From an optimization exercise on the open Yosys and OpenROAD flow, aimed at small area; shortcuts taken in it are not production practice. The RTL was checked by simulation tests, not by an equivalence proof against the original design. Power and IR drop assume default switching activity.

## red
## buck_v1_0
module buck_v1_0 #(
  parameter model_data_width = 25,
  parameter model_decimal_width = 16
)(
  input aclk,
  input resetn,
  input clock_enable,
  input pwm,
  input signed [model_data_width-1:0] input_voltage,
  input signed [model_data_width-1:0] period_inductor,
  input signed [model_data_width-1:0] period_capacitor,
  input signed [model_data_width-1:0] inverse_resistor,
  output reg signed [model_data_width-1:0] inductor_current,
  output reg signed [model_data_width-1:0] capacitor_current,
  output reg signed [model_data_width-1:0] output_current,
  output reg signed [model_data_width-1:0] output_voltage
);
  reg  [2:0] ph;    
  reg  [5:0] it;    
  reg        p;     
  reg        c1;    
  reg        c2;    
  wire idle = ph[2] & (ph[1] | ph[0]);
  wire run  = ~idle;
  wire ph0 = (ph == 3'd0);
  wire ph1 = (ph == 3'd1);
  wire ph2 = (ph == 3'd2);
  wire ph3 = (ph == 3'd3);
  wire ph4 = (ph == 3'd4);
  wire it_last = it[5] & it[3];               
  wire it_hi   = it[5] | it[4];               
  wire it_lo   = ~it[5] & ~(it[4] & it[3]);   
  always @(posedge aclk)
    if (!resetn)
      ph <= 3'd7;
    else if (clock_enable) begin
      ph <= 3'd0;
      it <= 6'd0;
      p <= pwm;
    end else if (run) begin
      if (it_last) begin
        ph <= ph + 3'd1;
        it <= ph3 ? 6'd16 : 6'd0;
      end else
        it <= it + 6'd1;
    end
  wire [4:0] vidx = it_lo ? it[4:0] : 5'd24;
  wire a2 = p & input_voltage[vidx];
  wire b2 = ~output_voltage[0];
  wire dv = a2 ^ b2 ^ c2;
  always @(posedge aclk)
    if (!ph1)
      c2 <= 1'b1;
    else if (it_lo)
      c2 <= (a2 & b2) | (a2 & c2) | (b2 & c2);
  wire x  = ph1 ? dv : ph2 ? output_current[0] : output_voltage[0];
  wire gx = x & (ph0 | ph3);
  wire lx = x & ph1;
  wire cx = x & ph2;
  wire [24:0] ppn = ~((inverse_resistor & {25{gx}}) |
                      (period_inductor  & {25{lx}}) |
                      (period_capacitor & {25{cx}}));
  wire [24:0] q = capacitor_current;
  wire [24:0] s;
  wire [25:0] cy;
  assign cy[0] = 1'b1;
  genvar k;
  generate
    for (k = 0; k < 25; k = k + 1) begin : g_add
      assign s[k] = q[k] ^ ppn[k] ^ cy[k];
      assign cy[k+1] = (q[k] & ppn[k]) | (q[k] & cy[k]) | (ppn[k] & cy[k]);
    end
  endgenerate
  wire s25 = q[24] ^ ppn[24] ^ cy[25];
  wire ob = s[0];    
  wire sub = ~ph0;
  ...
Size in the first run: about 460 cells after synthesis, roughly 200 I/O pins, ~4900 sq um of cells after synthesis.
==> flow/config.mk <==
export PLATFORM = sky130hd
export DESIGN_NAME = buck_v1_0
export DESIGN_NICKNAME = buck_v1_0
export VERILOG_FILES = /design/flow/design.v
export SDC_FILE = /design/flow/constraint.sdc
export NUM_CORES = 4
export LEC_CHECK = 0
export ABC_AREA = 1
export CAP_MARGIN = 20
export CORE_MARGIN = 2
export CORE_UTILIZATION = 65
export SLEW_MARGIN = 20
==> flow/constraint.sdc <==
create_clock -name core_clock -period 28.0 [get_ports {aclk}]
set_input_delay 5.6000 -clock core_clock [delete_from_list [all_inputs] [get_ports {aclk}]]
set_output_delay 5.6000 -clock core_clock [all_outputs]
set_load 0.01 [all_outputs]
standard.sh (not shown) runs the stock make flow with config.mk's settings and CLKGATE_MAP_FILE= SYNTH_SCRIPT=/design/flow/synth_recipe.tcl, a recipe that flattens the netlist after the stock synthesis.
==> flow/flow/run.sh <==
#!/bin/bash
# Layout flow: the standard ORFS flow with three changes that only affect
# how cells are chosen, not the design or its constraints:
#  1. synthesis maps the combinational logic with an area-oriented ABC script
#     (flow/abc_area.script); flip-flops are mapped by the standard steps;
#  2. ports are buffered with the smallest buffer (buf_1);
#  3. CTS uses small clock buffers and no dummy loads.
set -euo pipefail
W=$PWD
rm -rf "$W/scripts_area"
cp -r "$FLOW_HOME/scripts" "$W/scripts_area"
cp "$W/flow/abc_area.script" "$W/scripts_area/abc_area.script"
bash standard.sh SCRIPTS_DIR="$W/scripts_area" synth > "$W/log_synth.txt" 2>&1
export BUFFER_PORTS_ARGS="-buffer_cell sky130_fd_sc_hd__buf_1"
export CTS_ARGS="-sink_clustering_enable -repair_clock_nets -dont_use_dummy_load -buf_list {sky130_fd_sc_hd__clkbuf_16}"
bash standard.sh finish > "$W/log_finish.txt" 2>&1
==> flow/flow/abc_area.script <==
strash
&get -n
&dch -f
&nf -a -R 1000
&put
topo
[inputs] blue vs red
--- a/flow/flow/run.sh
+++ b/flow/flow/run.sh
@@ -13,4 +13,4 @@
 bash standard.sh SCRIPTS_DIR="$W/scripts_area" synth > "$W/log_synth.txt" 2>&1
 export BUFFER_PORTS_ARGS="-buffer_cell sky130_fd_sc_hd__buf_1"
-export CTS_ARGS="-sink_clustering_enable -repair_clock_nets -dont_use_dummy_load -buf_list {sky130_fd_sc_hd__clkbuf_16}"
+export CTS_ARGS="-sink_clustering_enable -repair_clock_nets -dont_use_dummy_load -buf_list {sky130_fd_sc_hd__clkbuf_4 sky130_fd_sc_hd__clkbuf_8}"
 bash standard.sh finish > "$W/log_finish.txt" 2>&1
==> notes.md <==
Per the comparison of blue with red, simple-gate share of the synthesized area now sits at about the same level; fraction of final layout cells sized beyond drive strength 1 now sits at about the same level. Diff red -> blue | total clock network power | decrease of about 30%. Cmp blue and red / total iterations of the first detailed-routing run / lower: blue. blue vs red, global routing usage summed across all routing layers went down by 0.58 points.

re-timing with driven ports:
How much do the figures lean on ideal ports? The routed layouts below were timed once more, with nothing changed but the port constraints. Step 1 (the two cells are an assumption about what drives the block):
set clk [get_ports {aclk}]
set_driving_cell -lib_cell sky130_fd_sc_hd__clkbuf_16 $clk
set_driving_cell -lib_cell sky130_fd_sc_hd__buf_2 [delete_from_list [all_inputs] $clk]
Step 2 times the ports against the registers' clock, not the clock port: input delays grow and output delays shrink by t, the midpoint of the rising clock arrivals with the driver on. Slacks: no drivers / after step 1 / after step 2; pairs: no drivers / after step 1.
run	t (ns)	setup WS [ns]	worst data-port slew with drivers (ns)
red	0.371	9.991 / 10.000 / 9.629	0.06
blue	0.385	10.068 / 10.069 / 9.684	0.07
After both steps setup and hold are still met in every run listed. For blue, which loses most, drivers alone change the setup slack by +0.001 ns; drivers and shift together by -0.384 ns.
